What follows belongs to an exercise in optimizing a design on an open flow for small area and a short achievable clock period; a production flow would make more cautious choices. In this exercise RTL edits were held to simulation tests only and were not proved equivalent to the original. The clock port is modelled as an ideal driver; clocking choices that lean on that would not hold on a real chip. No activity file was given, so power comes from the tool's default toggle rates.

// systolic_4x4
module systolic_4x4(    input  wire clk,
                        input  wire rst,
                        input  wire [31: 0] x_flat,    
                        input  wire [31: 0] y_flat,    
                        output wire [255:0] out_flat,  
                        output wire done
        );
For scale: about 4700 cells after synthesis, roughly 320 I/O pins.
export LEC_CHECK = 0
export CAP_MARGIN = 20
export CORE_MARGIN = 2
export CORE_UTILIZATION = 65
export CTS_BUF_LIST = sky130_fd_sc_hd__clkbuf_8 sky130_fd_sc_hd__clkbuf_16
export CTS_CLUSTER_DIAMETER = 80
export CTS_CLUSTER_SIZE = 24
export PLACE_DENSITY = 0.75
export SETUP_SLACK_MARGIN = 1.5
export SLEW_MARGIN = 20
export SYNTH_HIERARCHICAL = 1
export SYNTH_MINIMUM_KEEP_SIZE = 0
create_clock -name core_clock -period 5.5 [get_ports {clk}]
standard.sh (not shown) runs the stock make flow with config.mk's settings and CLKGATE_MAP_FILE= SYNTH_SCRIPT=/design/flow/synth_recipe.tcl, a recipe that flattens the netlist after the stock synthesis.
==> flow/flow/run.sh <==
#!/bin/bash
# Layout flow:
#  1. the standard synthesis;
#  2. every combinational cell that synthesis mapped at a drive strength
#     above 1 is set to drive strength 1 (timing repair later sizes up what
#     needs it);
#  3. the standard floorplan, placement and clock tree, with the port
#     buffers made of sky130_fd_sc_hd__buf_1 cells;
#  4. the accumulator and out registers get their clock through a short
#     chain of clock cells per leaf clock net (skew for the MAC paths,
#     flow/skew.tcl);
#  5. the standard routing and finishing.
set -euo pipefail
bash standard.sh synth > synth.log 2>&1
openroad -no_init -exit flow/downsize.tcl > downsize.log 2>&1
export BUFFER_PORTS_ARGS="-buffer_cell sky130_fd_sc_hd__buf_1"
bash standard.sh cts > layout_cts.log 2>&1
openroad -no_init -exit flow/skew.tcl > skew.log 2>&1
bash standard.sh > layout.log 2>&1
Other scripts of this flow, unchanged in this note and not shown: flow/flow/downsize.tcl, flow/flow/skew.tcl
Next try:
--- a/flow/design.v
+++ b/flow/design.v
@@ -272,40 +272,34 @@
     wire n195;
     GC000 un195 (.i0(n185), .i1(n186), .i2(n184), .o(n195));
     wire n196;
     GC000 un196 (.i0(n187), .i1(n188), .i2(n184), .o(n196));
     wire n197;
     GC000 un197 (.i0(n189), .i1(n190), .i2(n184), .o(n197));
     assign s[0] = n125;
-    XOR2S us1 (.a(n127), .b(n126), .y(s[1]));
-    XNOR2S us2 (.a(n129), .b(n156), .y(s[2]));
-    XNOR2S us3 (.a(n131), .b(n169), .y(s[3]));
-    XOR2S us4 (.a(n133), .b(n170), .y(s[4]));
-    XNOR2S us5 (.a(n135), .b(n181), .y(s[5]));
-    XNOR2S us6 (.a(n137), .b(n182), .y(s[6]));
-    XNOR2S us7 (.a(n139), .b(n183), .y(s[7]));
-    XNOR2S us8 (.a(n141), .b(n184), .y(s[8]));
-    XNOR2S us9 (.a(n143), .b(n191), .y(s[9]));
-    XOR2S us10 (.a(n145), .b(n192), .y(s[10]));
-    XOR2S us11 (.a(n147), .b(n193), .y(s[11]));
-    XNOR2S us12 (.a(n149), .b(n194), .y(s[12]));
-    XOR2S us13 (.a(n151), .b(n195), .y(s[13]));
-    XOR2S us14 (.a(n153), .b(n196), .y(s[14]));
-    XNOR2S us15 (.a(n155), .b(n197), .y(s[15]));
+    assign s[1] = n127 ^ n126;
+    assign s[2] = n129 ^ ~n156;
+    assign s[3] = n131 ^ ~n169;
+    assign s[4] = n133 ^ n170;
+    assign s[5] = n135 ^ ~n181;
+    assign s[6] = n137 ^ ~n182;
+    assign s[7] = n139 ^ ~n183;
+    assign s[8] = n141 ^ ~n184;
+    assign s[9] = n143 ^ ~n191;
+    assign s[10] = n145 ^ n192;
+    assign s[11] = n147 ^ n193;
+    assign s[12] = n149 ^ ~n194;
+    assign s[13] = n151 ^ n195;
+    assign s[14] = n153 ^ n196;
+    assign s[15] = n155 ^ ~n197;
 endmodule
 module FA(input wire a, input wire b, input wire c, output wire s, output wire co);
     assign s = a ^ b ^ c;
     assign co = (a & b) | (a & c) | (b & c);
 endmodule
-module XOR2S(input wire a, input wire b, output wire y);
-    assign y = a ^ b;
-endmodule
-module XNOR2S(input wire a, input wire b, output wire y);
-    assign y = ~(a ^ b);
-endmodule
 module HA(input wire a, input wire b, output wire s, output wire co);
     assign s = a ^ b;
     assign co = a & b;
 endmodule
 module BSEL(input wire one, input wire two, input wire neg, input wire xa, input wire xb, output wire pp);
     wire sn;
     BSELA ua (.one(one), .two(two), .xa(xa), .xb(xb), .sn(sn));
The changed run finished with timing, DRC and antenna clean.
Synthesized area is about the same.
Clock skew is higher by 0.027 ns.
Final area is higher by 0.31%.
Non-clock buffer count is higher by 1.
Setup slack degrades by 0.0094 ns.
Cell count is higher by 0.30%.
Fmax is about the same.

========
Another version of the RTL of systolic_4x4 (not shown whole).
For scale: roughly 320 I/O pins, roughly 52000 sq um of cells after synthesis.
Design systolic_4x4, start of the top module:
module systolic_4x4(    input  wire clk,
                        input  wire rst,
                        input  wire [31: 0] x_flat,    
                        input  wire [31: 0] y_flat,    
                        output wire [255:0] out_flat,  
                        output wire done
        );
clock: 5.5 ns
lec_check: 0
cap_margin: 20
core_margin: 2
core_utilization: 65
cts_buf_list: sky130_fd_sc_hd__clkbuf_8 sky130_fd_sc_hd__clkbuf_16
cts_cluster_diameter: 80
cts_cluster_size: 24
place_density: 0.75
setup_slack_margin: 1.5
slew_margin: 20
synth_hierarchical: 1
synth_minimum_keep_size: 0
tns_end_percent: 20
==> flow/flow/run.sh <==
#!/bin/bash
# Layout flow:
#  1. the standard synthesis;
#  2. every combinational cell that synthesis mapped at a drive strength
#     above 1 is set to drive strength 1 (timing repair later sizes up what
#     needs it);
#  3. the standard floorplan, placement and clock tree, with the port
#     buffers made of sky130_fd_sc_hd__buf_1 cells;
#  4. the accumulator and out registers get their clock through a short
#     chain of clock cells per leaf clock net (skew for the MAC paths,
#     flow/skew.tcl);
#  5. the standard routing and finishing (timing repair aiming at
#     2.4 ns of setup slack).
set -euo pipefail
bash standard.sh synth > synth.log 2>&1
openroad -no_init -exit flow/downsize.tcl > downsize.log 2>&1
export BUFFER_PORTS_ARGS="-buffer_cell sky130_fd_sc_hd__buf_1"
bash standard.sh cts > layout_cts.log 2>&1
openroad -no_init -exit flow/skew.tcl > skew.log 2>&1
bash standard.sh SETUP_SLACK_MARGIN=2.4 > layout.log 2>&1
Other scripts of this flow, unchanged in this note and not shown: flow/flow/downsize.tcl, flow/flow/skew.tcl
Then changed:
--- a/flow/design.v
+++ b/flow/design.v
@@ -268,48 +268,42 @@
     wire n193;
     GC000 un193 (.i0(n175), .i1(n176), .i2(n184), .o(n193));
     wire n194;
     GC110 un194 (.i0(n177), .i1(n178), .i2(n184), .o(n194));
     wire n195;
     GC000 un195 (.i0(n185), .i1(n186), .i2(n184), .o(n195));
     wire n196;
     GC000 un196 (.i0(n187), .i1(n188), .i2(n184), .o(n196));
     wire n197;
     GC000 un197 (.i0(n189), .i1(n190), .i2(n184), .o(n197));
     assign s[0] = n125;
-    XOR2S us1 (.a(n127), .b(n126), .y(s[1]));
-    XNOR2S us2 (.a(n129), .b(n156), .y(s[2]));
-    XNOR2S us3 (.a(n131), .b(n169), .y(s[3]));
-    XOR2S us4 (.a(n133), .b(n170), .y(s[4]));
-    XNOR2S us5 (.a(n135), .b(n181), .y(s[5]));
-    XNOR2S us6 (.a(n137), .b(n182), .y(s[6]));
-    XNOR2S us7 (.a(n139), .b(n183), .y(s[7]));
-    XNOR2S us8 (.a(n141), .b(n184), .y(s[8]));
-    XNOR2S us9 (.a(n143), .b(n191), .y(s[9]));
-    XOR2S us10 (.a(n145), .b(n192), .y(s[10]));
-    XOR2S us11 (.a(n147), .b(n193), .y(s[11]));
-    XNOR2S us12 (.a(n149), .b(n194), .y(s[12]));
-    XOR2S us13 (.a(n151), .b(n195), .y(s[13]));
-    XOR2S us14 (.a(n153), .b(n196), .y(s[14]));
-    XNOR2S us15 (.a(n155), .b(n197), .y(s[15]));
+    assign s[1] = n127 ^ n126;
+    assign s[2] = n129 ^ ~n156;
+    assign s[3] = n131 ^ ~n169;
+    assign s[4] = n133 ^ n170;
+    assign s[5] = n135 ^ ~n181;
+    assign s[6] = n137 ^ ~n182;
+    assign s[7] = n139 ^ ~n183;
+    assign s[8] = n141 ^ ~n184;
+    assign s[9] = n143 ^ ~n191;
+    assign s[10] = n145 ^ n192;
+    assign s[11] = n147 ^ n193;
+    assign s[12] = n149 ^ ~n194;
+    assign s[13] = n151 ^ n195;
+    assign s[14] = n153 ^ n196;
+    assign s[15] = n155 ^ ~n197;
 endmodule
 module FA(input wire a, input wire b, input wire c, output wire s, output wire co);
     assign s = a ^ b ^ c;
     assign co = (a & b) | (a & c) | (b & c);
 endmodule
-module XOR2S(input wire a, input wire b, output wire y);
-    assign y = a ^ b;
-endmodule
-module XNOR2S(input wire a, input wire b, output wire y);
-    assign y = ~(a ^ b);
-endmodule
 module HA(input wire a, input wire b, output wire s, output wire co);
     assign s = a ^ b;
     assign co = a & b;
 endmodule
 module BSEL(input wire one, input wire two, input wire neg, input wire xa, input wire xb, output wire pp);
     wire sn;
     BSELA ua (.one(one), .two(two), .xa(xa), .xb(xb), .sn(sn));
     BXNOR ux (.a(sn), .b(neg), .y(pp));
 endmodule
 module BSELA(input wire one, input wire two, input wire xa, input wire xb, output wire sn);
     assign sn = ~((one & xa) | (two & xb));
Outcome: Cell area is higher by 3.4%. Clock skew goes up by 0.024 ns. Fmax came out lower by 1.6%. Via count came out higher by 2.7%. Wire length climbs by 5.2%. Global-route usage increases by 0.30 points. Setup slack got worse by 0.051 ns. Synthesized area stays flat. Power rose by 11%. Clock-buffer cell count climbs by 3. Utilization rises by 2.5 points. Non-clock buffer count went up by 65. Clock power goes up by about 1%. Hold slack improved by 0.033 ns.

-- static timing again, ports no longer ideal --
No port has a modelled driver above. Below, the same layouts with a new extraction and two added sets of constraints.
Step 1 sets driving cells, clkbuf_16 on the clock port and buf_2 on the other inputs (assumed; they add their load-dependent delay and slew).
Step 2, shift: input delay + t, output delay - t, t = (earliest + latest rising clock arrival at the registers) / 2. This alone moves slack from input paths to output paths.
Slacks: no drivers / after step 1 / after step 2; pairs: no drivers / after step 1.
| run | shift t [ns] | slack for setup (ns) | hold slack, ns | latest minus earliest clock arrival (ns) | slew at the worst register clock pin (ns) | worst slew at a driven data input, ns |
|---|---|---|---|---|---|---|
| the first run of note 1 | 1.085 | 2.168 / 2.168 / 2.168 | 0.121 / 0.121 / 0.121 | 0.878 / 0.879 | 0.09 / 0.09 | 0.10 |
| the second run of note 1 | 1.097 | 2.158 / 2.158 / 2.158 | 0.144 / 0.144 / 0.144 | 0.888 / 0.888 | 0.09 / 0.09 | 0.07 |
| the first run of note 2 | 1.075 | 2.380 / 2.305 / 2.398 | 0.140 / 0.140 / 0.140 | 0.864 / 0.865 | 0.09 / 0.09 | 0.09 |
| the second run of note 2 | 1.101 | 2.329 / 2.258 / 2.354 | 0.173 / 0.173 / 0.173 | 0.880 / 0.880 | 0.11 / 0.11 | 0.07 |
Clock arrivals are far apart in every run listed, so t is only a midpoint there and step 2 fits no single register.
